From an optimization exercise on the open Yosys and OpenROAD flow, aimed at small area; shortcuts taken in it are not production practice. The RTL of this run was laid out without a check of its function.

### config.mk
export PLATFORM = sky130hd
export DESIGN_NAME = cordic_pipelined
export DESIGN_NICKNAME = cordic_pipelined
export VERILOG_FILES = /design/flow/design.v
export SDC_FILE = /design/flow/constraint.sdc
export NUM_CORES = 4
export LEC_CHECK = 0
export CAP_MARGIN = 20
export CORE_MARGIN = 2
export CORE_UTILIZATION = 40
export SLEW_MARGIN = 20
### constraint.sdc
create_clock -name core_clock -period 7.0 [get_ports {clk}]
set_input_delay 1.4000 -clock core_clock [delete_from_list [all_inputs] [get_ports {clk}]]
set_output_delay 1.4000 -clock core_clock [all_outputs]
set_load 0.01 [all_outputs]
### design.v
`timescale 1ns/100ps
module cordic_rca #(parameter W=16)
(
	input  [W-1:0] a, b,
	input          ci,
	output [W-1:0] s
);
	wire [W:0] c;
	assign c[0] = ci;
	genvar i;
	generate for (i = 0; i < W; i = i + 1) begin : bit_
		assign s[i]   = a[i] ^ b[i] ^ c[i];
		assign c[i+1] = (a[i] & b[i]) | (a[i] & c[i]) | (b[i] & c[i]);
	end endgenerate
endmodule
module cordic_cell #(parameter N=0)
(
	input         d,
	input  [15:0] x_in, y_in,
	output [15:0] x_out, y_out
);
	wire [15:0] ys = $signed(y_in) >>> N;
	wire [15:0] xs = $signed(x_in) >>> N;
	wire [15:0] yn;
	cordic_rca #(16) ax (.a(x_in),  .b(ys ^ {16{~d}}), .ci(~d), .s(x_out));
	cordic_rca #(16) ay (.a(~y_in), .b(xs ^ {16{~d}}), .ci(~d), .s(yn));
	assign y_out = ~yn;
endmodule
module cordic_zstep #(parameter W=16, parameter SITA=0)
(
	input  [W-1:0] z_in,
	output [W-1:0] z_out
);
	wire d = z_in[W-1];
	wire [W-1:0] k = SITA;
	cordic_rca #(W) az (.a(z_in), .b(d ? k : ~k), .ci(~d), .s(z_out));
endmodule
module cordic_table
(
	input      [6:0] d,
	output reg [15:0]  x, y
);
	always @ (*)
	begin
		case (d)
			7'd0: begin x = 16'hf604; y = 16'h3f33; end
			7'd1: begin x = 16'h3f38; y = 16'h09fe; end
			7'd2: begin x = 16'h2c94; y = 16'h2dec; end
			7'd3: begin x = 16'h2dee; y = 16'hd36c; end
			7'd4: begin x = 16'h14ed; y = 16'h3c79; end
			7'd5: begin x = 16'h3c7d; y = 16'heb12; end
			7'd6: begin x = 16'h3cf0; y = 16'h138a; end
			7'd7: begin x = 16'h138c; y = 16'hc310; end
			7'd8: begin x = 16'h05e1; y = 16'h3fb8; end
			7'd9: begin x = 16'h3fbc; y = 16'hfa1f; end
			7'd10: begin x = 16'h3682; y = 16'h2189; end
			7'd11: begin x = 16'h218b; y = 16'hc97e; end
			7'd12: begin x = 16'h232c; y = 16'h3575; end
			7'd13: begin x = 16'h3578; y = 16'hdcd2; end
			7'd14: begin x = 16'h3fe0; y = 16'h03f3; end
			7'd15: begin x = 16'h03f3; y = 16'hc020; end
			7'd16: begin x = 16'hfdf7; y = 16'h3ff4; end
			7'd17: begin x = 16'h3ff8; y = 16'h020b; end
			7'd18: begin x = 16'h31f2; y = 16'h2803; end
			7'd19: begin x = 16'h2805; y = 16'hce0e; end
			7'd20: begin x = 16'h1c4c; y = 16'h3966; end
			7'd21: begin x = 16'h3968; y = 16'he3b3; end
			7'd22: begin x = 16'h3ee6; y = 16'h0bcf; end
			7'd23: begin x = 16'h0bcf; y = 16'hc11a; end
			7'd24: begin x = 16'h0dc3; y = 16'h3e7e; end
			7'd25: begin x = 16'h3e80; y = 16'hf23d; end
			7'd26: begin x = 16'h3a42; y = 16'h1a7d; end
			7'd27: begin x = 16'h1a7f; y = 16'hc5be; end
			7'd28: begin x = 16'h298d; y = 16'h30ad; end
			7'd29: begin x = 16'h30ad; y = 16'hd673; end
			7'd30: begin x = 16'h3fde; y = 16'hfbf8; end
			7'd31: begin x = 16'hfbf6; y = 16'hc022; end
			7'd32: begin x = 16'hf9fa; y = 16'h3fb4; end
			7'd33: begin x = 16'h3fb8; y = 16'h0608; end
			7'd34: begin x = 16'h2f5b; y = 16'h2b0d; end
			7'd35: begin x = 16'h2b0d; y = 16'hd0a5; end
			7'd36: begin x = 16'h18a9; y = 16'h3b0e; end
			7'd37: begin x = 16'h3b10; y = 16'he756; end
			7'd38: begin x = 16'h3e0a; y = 16'h0fb5; end
			7'd39: begin x = 16'h0fb5; y = 16'hc1f6; end
			7'd40: begin x = 16'h09d7; y = 16'h3f3c; end
			7'd41: begin x = 16'h3f3e; y = 16'hf629; end
			7'd42: begin x = 16'h387e; y = 16'h1e12; end
			7'd43: begin x = 16'h1e12; y = 16'hc782; end
			7'd44: begin x = 16'h266f; y = 16'h332a; end
			7'd45: begin x = 16'h332a; y = 16'hd98f; end
			7'd46: begin x = 16'h3ffe; y = 16'hfff5; end
			7'd47: begin x = 16'hfff3; y = 16'hc002; end
			7'd48: begin x = 16'h01f5; y = 16'h3ff6; end
			7'd49: begin x = 16'h3ff8; y = 16'hfe0d; end
			7'd50: begin x = 16'h3457; y = 16'h24d2; end
			7'd51: begin x = 16'h24d2; y = 16'hcba9; end
			7'd52: begin x = 16'h1fd1; y = 16'h3786; end
			7'd53: begin x = 16'h3786; y = 16'he02e; end
			7'd54: begin x = 16'h3f82; y = 16'h07dd; end
			7'd55: begin x = 16'h07db; y = 16'hc07e; end
			7'd56: begin x = 16'h11a2; y = 16'h3d84; end
			7'd57: begin x = 16'h3d84; y = 16'hee5e; end
			7'd58: begin x = 16'h3bcb; y = 16'h16cd; end
			7'd59: begin x = 16'h16cd; y = 16'hc435; end
			7'd60: begin x = 16'h2c82; y = 16'h2dfc; end
			7'd61: begin x = 16'h2dfa; y = 16'hd37e; end
			7'd62: begin x = 16'h3f7b; y = 16'hf7fe; end
			7'd63: begin x = 16'hf7fa; y = 16'hc084; end
			7'd64: begin x = 16'hf7fe; y = 16'h3f7b; end
			7'd65: begin x = 16'h3f80; y = 16'h0804; end
			7'd66: begin x = 16'h2dfc; y = 16'h2c82; end
			7'd67: begin x = 16'h2c82; y = 16'hd204; end
			7'd68: begin x = 16'h16cd; y = 16'h3bcb; end
			7'd69: begin x = 16'h3bcd; y = 16'he932; end
			7'd70: begin x = 16'h3d84; y = 16'h11a2; end
			7'd71: begin x = 16'h11a2; y = 16'hc27c; end
			7'd72: begin x = 16'h07dd; y = 16'h3f82; end
			7'd73: begin x = 16'h3f84; y = 16'hf823; end
			7'd74: begin x = 16'h3786; y = 16'h1fd1; end
			7'd75: begin x = 16'h1fd1; y = 16'hc87a; end
			7'd76: begin x = 16'h24d2; y = 16'h3457; end
			7'd77: begin x = 16'h3456; y = 16'hdb2c; end
			7'd78: begin x = 16'h3ff6; y = 16'h01f5; end
			7'd79: begin x = 16'h01f3; y = 16'hc00a; end
			7'd80: begin x = 16'hfff5; y = 16'h3ffe; end
			7'd81: begin x = 16'h4000; y = 16'h000d; end
			7'd82: begin x = 16'h332a; y = 16'h266f; end
			7'd83: begin x = 16'h266f; y = 16'hccd6; end
			7'd84: begin x = 16'h1e12; y = 16'h387e; end
			7'd85: begin x = 16'h387e; y = 16'he1ed; end
			7'd86: begin x = 16'h3f3c; y = 16'h09d7; end
			7'd87: begin x = 16'h09d5; y = 16'hc0c4; end
			7'd88: begin x = 16'h0fb5; y = 16'h3e0a; end
			7'd89: begin x = 16'h3e0a; y = 16'hf04b; end
			7'd90: begin x = 16'h3b0e; y = 16'h18a9; end
			7'd91: begin x = 16'h18a9; y = 16'hc4f2; end
			7'd92: begin x = 16'h2b0d; y = 16'h2f5b; end
			7'd93: begin x = 16'h2f59; y = 16'hd4f3; end
			7'd94: begin x = 16'h3fb4; y = 16'hf9fa; end
			7'd95: begin x = 16'hf9f6; y = 16'hc04c; end
			7'd96: begin x = 16'hfbf8; y = 16'h3fde; end
			7'd97: begin x = 16'h3fe0; y = 16'h040a; end
			7'd98: begin x = 16'h30ad; y = 16'h298d; end
			7'd99: begin x = 16'h298b; y = 16'hcf53; end
			7'd100: begin x = 16'h1a7d; y = 16'h3a42; end
			7'd101: begin x = 16'h3a42; y = 16'he582; end
			7'd102: begin x = 16'h3e7e; y = 16'h0dc3; end
			7'd103: begin x = 16'h0dc1; y = 16'hc182; end
			7'd104: begin x = 16'h0bcf; y = 16'h3ee6; end
			7'd105: begin x = 16'h3ee6; y = 16'hf431; end
			7'd106: begin x = 16'h3966; y = 16'h1c4c; end
			7'd107: begin x = 16'h1c4a; y = 16'hc69a; end
			7'd108: begin x = 16'h2803; y = 16'h31f2; end
			7'd109: begin x = 16'h31f0; y = 16'hd7fb; end
			7'd110: begin x = 16'h3ff4; y = 16'hfdf7; end
			7'd111: begin x = 16'hfdf3; y = 16'hc00c; end
			7'd112: begin x = 16'h03f3; y = 16'h3fe0; end
			7'd113: begin x = 16'h3fe0; y = 16'hfc0f; end
			7'd114: begin x = 16'h3575; y = 16'h232c; end
			7'd115: begin x = 16'h232a; y = 16'hca8b; end
			7'd116: begin x = 16'h2189; y = 16'h3682; end
			7'd117: begin x = 16'h3680; y = 16'hde76; end
			7'd118: begin x = 16'h3fb8; y = 16'h05e1; end
			7'd119: begin x = 16'h05dd; y = 16'hc048; end
			7'd120: begin x = 16'h138a; y = 16'h3cf0; end
			7'd121: begin x = 16'h3cee; y = 16'hec76; end
			7'd122: begin x = 16'h3c79; y = 16'h14ed; end
			7'd123: begin x = 16'h14eb; y = 16'hc387; end
			7'd124: begin x = 16'h2dec; y = 16'h2c94; end
			7'd125: begin x = 16'h2c90; y = 16'hd214; end
			7'd126: begin x = 16'h3f33; y = 16'hf604; end
			7'd127: begin x = 16'hf5fe; y = 16'hc0ce; end
		endcase
	end
endmodule
`timescale 1ns/100ps
module cordic_pipelined
(
	input  clk,rst,
	input  signed [15:0] z,
	output signed [15:0] x,y
);
	wire [15:0] zn1;
	cordic_zstep #(.W(16),.SITA(12868)) zs1 (.z_in(z), .z_out(zn1));
	reg [15:0] z1_r;
	reg [0:0] d1_r;
	always @ (posedge clk) begin z1_r <= zn1[15:0]; d1_r <= z[15]; end
	wire [15:0] zn2;
	cordic_zstep #(.W(16),.SITA(7596)) zs2 (.z_in(z1_r), .z_out(zn2));
	reg [14:0] z2_r;
	reg [1:0] d2_r;
	always @ (posedge clk) begin z2_r <= zn2[14:0]; d2_r <= {z1_r[15], d1_r}; end
	wire [14:0] zn3;
	cordic_zstep #(.W(15),.SITA(4014)) zs3 (.z_in(z2_r), .z_out(zn3));
	reg [14:0] z3_r;
	reg [2:0] d3_r;
	always @ (posedge clk) begin z3_r <= zn3[14:0]; d3_r <= {z2_r[14], d2_r}; end
	wire [14:0] zn4;
	cordic_zstep #(.W(15),.SITA(2037)) zs4 (.z_in(z3_r), .z_out(zn4));
	reg [13:0] z4_r;
	reg [3:0] d4_r;
	always @ (posedge clk) begin z4_r <= zn4[13:0]; d4_r <= {z3_r[14], d3_r}; end
	wire [13:0] zn5;
	cordic_zstep #(.W(14),.SITA(1023)) zs5 (.z_in(z4_r), .z_out(zn5));
	wire ovf = ~(&zn5[13:10]) & (|zn5[13:10]);
	wire [8:0] dl = ovf ? {9{zn5[13]}} : {zn5[10], ~zn5[9:2]};   
	reg [13:0] d5_r;   
	always @ (posedge clk) d5_r <= {dl[0],dl[1],dl[2],dl[3],dl[4],dl[5],dl[6],dl[7],dl[8], z4_r[13], d4_r};
	reg [13:0] d6_r;
	always @ (posedge clk) d6_r <= d5_r[13:0];
	wire [15:0] tx, ty;
	cordic_table tab (.d(d6_r[6:0]), .x(tx), .y(ty));
	reg [6:0] d7_r;
	always @ (posedge clk) d7_r <= d6_r[13:7];
	reg [15:0] x7_r, y7_r;
	always @ (posedge clk) begin x7_r <= tx; y7_r <= ty; end
	wire [15:0] x8_c, y8_c;
	cordic_cell #(.N(7)) it7 (.d(d7_r[0]), .x_in(x7_r), .y_in(y7_r), .x_out(x8_c), .y_out(y8_c));
	reg [5:0] d8_r;
	always @ (posedge clk) d8_r <= d7_r[6:1];
	reg [15:0] x8_r, y8_r;
	always @ (posedge clk) begin x8_r <= x8_c; y8_r <= y8_c; end
	wire [15:0] x9_c, y9_c;
	cordic_cell #(.N(8)) it8 (.d(d8_r[0]), .x_in(x8_r), .y_in(y8_r), .x_out(x9_c), .y_out(y9_c));
	reg [4:0] d9_r;
	always @ (posedge clk) d9_r <= d8_r[5:1];
	reg [15:0] x9_r, y9_r;
	always @ (posedge clk) begin x9_r <= x9_c; y9_r <= y9_c; end
	wire [15:0] x10_c, y10_c;
	cordic_cell #(.N(9)) it9 (.d(d9_r[0]), .x_in(x9_r), .y_in(y9_r), .x_out(x10_c), .y_out(y10_c));
	reg [3:0] d10_r;
	always @ (posedge clk) d10_r <= d9_r[4:1];
	reg [15:0] x10_r, y10_r;
	always @ (posedge clk) begin x10_r <= x10_c; y10_r <= y10_c; end
	wire [15:0] x11_c, y11_c;
	cordic_cell #(.N(10)) it10 (.d(d10_r[0]), .x_in(x10_r), .y_in(y10_r), .x_out(x11_c), .y_out(y11_c));
	reg [2:0] d11_r;
	always @ (posedge clk) d11_r <= d10_r[3:1];
	reg [15:0] x11_r, y11_r;
	always @ (posedge clk) begin x11_r <= x11_c; y11_r <= y11_c; end
	wire [15:0] x12_c, y12_c;
	cordic_cell #(.N(11)) it11 (.d(d11_r[0]), .x_in(x11_r), .y_in(y11_r), .x_out(x12_c), .y_out(y12_c));
	reg [1:0] d12_r;
	always @ (posedge clk) d12_r <= d11_r[2:1];
	reg [15:0] x12_r, y12_r;
	always @ (posedge clk) begin x12_r <= x12_c; y12_r <= y12_c; end
	wire [15:0] x13_c, y13_c;
	cordic_cell #(.N(12)) it12 (.d(d12_r[0]), .x_in(x12_r), .y_in(y12_r), .x_out(x13_c), .y_out(y13_c));
	reg [0:0] d13_r;
	always @ (posedge clk) d13_r <= d12_r[1:1];
	reg [15:0] x13_r, y13_r;
	always @ (posedge clk) begin x13_r <= x13_c; y13_r <= y13_c; end
	wire [15:0] x14_c, y14_c;
	cordic_cell #(.N(13)) it13 (.d(d13_r[0]), .x_in(x13_r), .y_in(y13_r), .x_out(x14_c), .y_out(y14_c));
	reg [15:0] x14_r, y14_r;
	always @ (posedge clk) begin x14_r <= x14_c; y14_r <= y14_c; end
	assign x = x14_r;
	assign y = y14_r;
endmodule
### run.sh
#!/bin/bash
# synth_recipe.tcl (not shown) runs the flow's synth.tcl, then flattens the netlist and writes it again
# the make line also repeats each setting of config.mk as NAME=value (left out here)
make -C /OpenROAD-flow-scripts/flow DESIGN_CONFIG=/design/flow/config.mk WORK_HOME=/design/flow/orfs CLKGATE_MAP_FILE= SYNTH_SCRIPT=/design/flow/synth_recipe.tcl finish
==> run summary <==
-- cell usage in the layout, fill, tap and decap left out, types with 7 or more instances in the layout --
cell | synthesis | final
sky130_fd_sc_hd__a211o_1 | 8 | 8
sky130_fd_sc_hd__a211oi_1 | 25 | 25
sky130_fd_sc_hd__a21oi_1 | 88 | 88
sky130_fd_sc_hd__a221oi_1 | 10 | 10
sky130_fd_sc_hd__a311oi_1 | 14 | 14
sky130_fd_sc_hd__a31oi_1 | 27 | 27
sky130_fd_sc_hd__and2_1 | 9 | 9
sky130_fd_sc_hd__and3_1 | 10 | 10
sky130_fd_sc_hd__buf_4 | 8 | 55
sky130_fd_sc_hd__clkbuf_16 | 0 | 40
sky130_fd_sc_hd__clkdlybuf4s50_1 | 0 | 48
sky130_fd_sc_hd__clkinv_2 | 0 | 13
sky130_fd_sc_hd__dfxtp_1 | 381 | 372
sky130_fd_sc_hd__fa_1 | 257 | 218
sky130_fd_sc_hd__fa_2 | 0 | 39
sky130_fd_sc_hd__ha_1 | 21 | 21
sky130_fd_sc_hd__inv_1 | 279 | 278
sky130_fd_sc_hd__mux2_2 | 8 | 8
sky130_fd_sc_hd__mux4_2 | 7 | 7
sky130_fd_sc_hd__nand2_1 | 81 | 81
sky130_fd_sc_hd__nand2b_1 | 31 | 31
sky130_fd_sc_hd__nand3_1 | 38 | 38
sky130_fd_sc_hd__nor2_1 | 60 | 60
sky130_fd_sc_hd__nor2b_1 | 19 | 19
sky130_fd_sc_hd__nor3_1 | 16 | 16
sky130_fd_sc_hd__o2111ai_1 | 7 | 7
sky130_fd_sc_hd__o211ai_1 | 17 | 17
sky130_fd_sc_hd__o21ai_0 | 79 | 72
sky130_fd_sc_hd__o221ai_1 | 12 | 12
sky130_fd_sc_hd__o311ai_0 | 8 | 8
sky130_fd_sc_hd__o31ai_1 | 11 | 11
sky130_fd_sc_hd__or2_2 | 9 | 9
sky130_fd_sc_hd__xnor2_1 | 35 | 26
sky130_fd_sc_hd__xnor2_2 | 0 | 9
sky130_fd_sc_hd__xor2_1 | 78 | 77
-- worst max-delay path by stage --
stage | startpoint | to | slack [ps] | cells after the start
after floorplan | d8_r[0] | y9_r[15] | -50 | 18
after detailed placement | d12_r[0] | x13_r[15] | -130 | 17
after CTS | x11_r[11] | y12_r[15] | 3 | 16
after global placement | x10_r[10] | y11_r[15] | -90 | 16
after global routing | d7_r[0] | x8_r[15] | -30 | 18
final | x9_r[9] | y10_r[15] | 200 | 16
-- state kept, by name, indices dropped and copies added (netlist names), 16 cells and up --
name	flops
x10_r	16
x11_r	16
x12_r	16
x13_r	16
x14_r	16
x7_r	16
x8_r	16
x9_r	16
y10_r	16
y11_r	16
y12_r	16
y13_r	16
y14_r	16
y8_r	16
y9_r	16
z1_r	16
-- what timing repair did --
action	in CTS	in global routing
setup endpoints to repair	19	24
gates resized for setup	25	41
pin swaps	2	0
-- stage by stage --
| stage | worst slack [ps] | setup TNS [ps] | std cells |
|---|---|---|---|
| after floorplan | -55.0 | -55.0 | 1873 |
| after global placement | -91.4 | -486 | 2537 |
| after detailed placement | -133 | -823 | 2537 |
| after CTS | 2.75 | 0 | 2605 |
| after global routing | -32.3 | -36.7 | 2605 |
| final | 202 | 0 | 2605 |
-- kinds of logic after synthesis --
group | after synthesis | synth area share [%]
buffers and inverters | 395 | 8.13
DFF | 381 | 38.1
AOI/OAI and AO/OA | 373 | 12.4
and+or+nand+nor | 311 | 7.83
adders and majority gates | 279 | 27.0
xor gates and xnor gates | 113 | 4.94
muxes | 21 | 1.54
-- layer usage --
layer,wire length [um],track usage (%)
met5,55,0.827
met4,3280,11.2
met3,4540,4.01
met2,24100,32.2
met1,19600,24.3
-- cell type report --
cell class              instances  area share [%]
clock buffers                  50            4.84
clock inverters                18           0.672
inverters                     280            4.63
multi-input cells            1097            48.3
flip-flops and latches        381            33.7
well taps                     672            3.70
repair buffers                107            4.21
==> results.toml <==
[synth]
synth_seq_area_share_pct = 38.1
yosys.cell_types.count = 81
netlist.area_leader.share_pct = 38.1
synth.top_cells.by_area = "sky130_fd_sc_hd__dfxtp_1 38%, sky130_fd_sc_hd__fa_1 26%, sky130_fd_sc_hd__inv_1 5.2%"
yosysWarnings = 2
ys_dominant_reg_cell = "sky130_fd_sc_hd__dfxtp_1"
synthDominantAreaCellType = "sky130_fd_sc_hd__dfxtp_1"
netlist_instances = 1873
mappedNetlistArea_sq_um = 20000
syn_area_per_cell_sq_um = 10.7
synth_async_sr_flop_share_pct = 0
synth.top_cells.by_count = "381 x sky130_fd_sc_hd__dfxtp_1, 279 x sky130_fd_sc_hd__inv_1, 257 x sky130_fd_sc_hd__fa_1"
synth_enable_flop_cells = 0
synth-seq-cells = 381
synthesis.nets = 2169
post-synth-top-count-cell = "sky130_fd_sc_hd__dfxtp_1"

[sta]
timing_worst_slew_pin_value_ps = 1110
clock_skew_ps = 17.6
slew_hr_pct = 25.6
clock.fmax_ghz = 0.147
timing_hold_violations_final = 0
hold_ws_ps = 314
report.final.slew_viol_count = 0
setup_violations = 0
timing.final.crit_share_pct = 97.1
final.min_clock_period_ps = 6800

[setup_path]
r2r-end = "y10_r[15]"
crit_path_start_kind = "flop"
timing.critical_path.slowest_stage_cell = "sky130_fd_sc_hd__fa_1"
regToRegSetupSlack_ps = 200
crit_fanout = 2
required_ps = 7410
path_class = "reg2reg"
regToRegStartpoint = "x9_r[9]"
cp_num_buf_inv = 0
arrival_ps = 7210
worstRegToRegCells = 16
cpMostUsedCell = "sky130_fd_sc_hd__fa_1"
timing.critical_path.cells = "mux2_2 > fa_1 > fa_1 > fa_1 > fa_2 > fa_2 > fa_2 > fa_1 > fa_1 > fa_1 > fa_1 > fa_2 > fa_1 > fa_1 > fa_1 > xnor2_1"
sort_of_element_at_the_end_of_the_critical_path = "flop"
critical_path.max_stage_delay_ps = 440
timing.critical_path.max_delay_family = "adder cells"

[clocking]
numCtsBuffers = 38
cts_htree_levels = 2
cts.clk_slew.worst_paths_ps = 60
root_buffer = "sky130_fd_sc_hd__clkbuf_16"
clock_tree.buffer_depth = 3
cts.sink_count = 381
clkLatencyLatePin_ps = 520
post_cts_buffers = 0
cts_hold_buf = 0
tritoncts = "built"

[routing]
wire_per_inst_um = 19.8
first_iter_violations = 1501
drtPass1Iterations = 6
dr_total_vias = 13600
drcViolationCount = 0
final_antenna_net_count = 0
via_to_cell_ratio = 5.21
routed_wirelength_um = 51600

[layout]
multiInputGateArea_sq_um = 11000
regArea_sq_um = 7650
finish.net_count = 2201
n_antenna_cell = 0
fraction_of_layout_cells_with_a_size_suffix_above_1_pct = 11.5
utilization_pct = 45.6
syn2layout_area_growth_pct = 13.3
fillCellCount = 4652
summed_area_of_non_filler_cells_in_the_final_layout_sq_um = 22700

[global_route]
number_of_antenna_violations_at_the_first_check_in_global_routing = 0
grt_remaining_overflow = 0
grt_max_degree = 185
grt_pass1_wl_um = 78800
first_global_vias = 13600
groute.usage.overall_pct = 19.7

[floorplan]
die_width_um = 228
number_of_placement_rows = 82
die_h_um = 228
die_area_sq_um = 51900
core_region_area_sq_um = 49800
initial_util_pct = 40.3
floorplan.io_pins = 50

[worst_hold_path]
min_delay_endpoint = "d9_r[0]"
hold_depth = 0
holdCritPathClass = "reg2reg"
worst_hold_startpoint = "d8_r[1]"

[job]
max_cap_viol_count = 0

[placed_design]
dp_hpwl_um = 37100
port_buffers = 48
dp_area_sq_um = 21300
gp_congestion = 1.03

[run_status]
run_status = "timing/DRC/antenna clean"

-- static timing again, ports no longer ideal --
Ports are ideal in the flow. The routed layout listed here was re-timed in OpenROAD.
Step 1: set_driving_cell puts a clkbuf_16 on clk and a buf_2 on each other input, an assumption about the parent block.
Step 2 times the ports against the registers' clock, not the clock port: input delays grow and output delays shrink by t, the midpoint of the rising clock arrivals with the driver on.
Slacks: no drivers / after step 1 / after step 2; pairs: no drivers / after step 1.
t, ns: 0.561
setup WS [ns]: 0.202 / 0.202 / 0.165
latest minus earliest clock arrival (ns): 0.018 / 0.017
After both steps this run still meets setup and hold. The setup slack of this run moves by 0.000 ns with the drivers and by -0.037 ns with both steps.
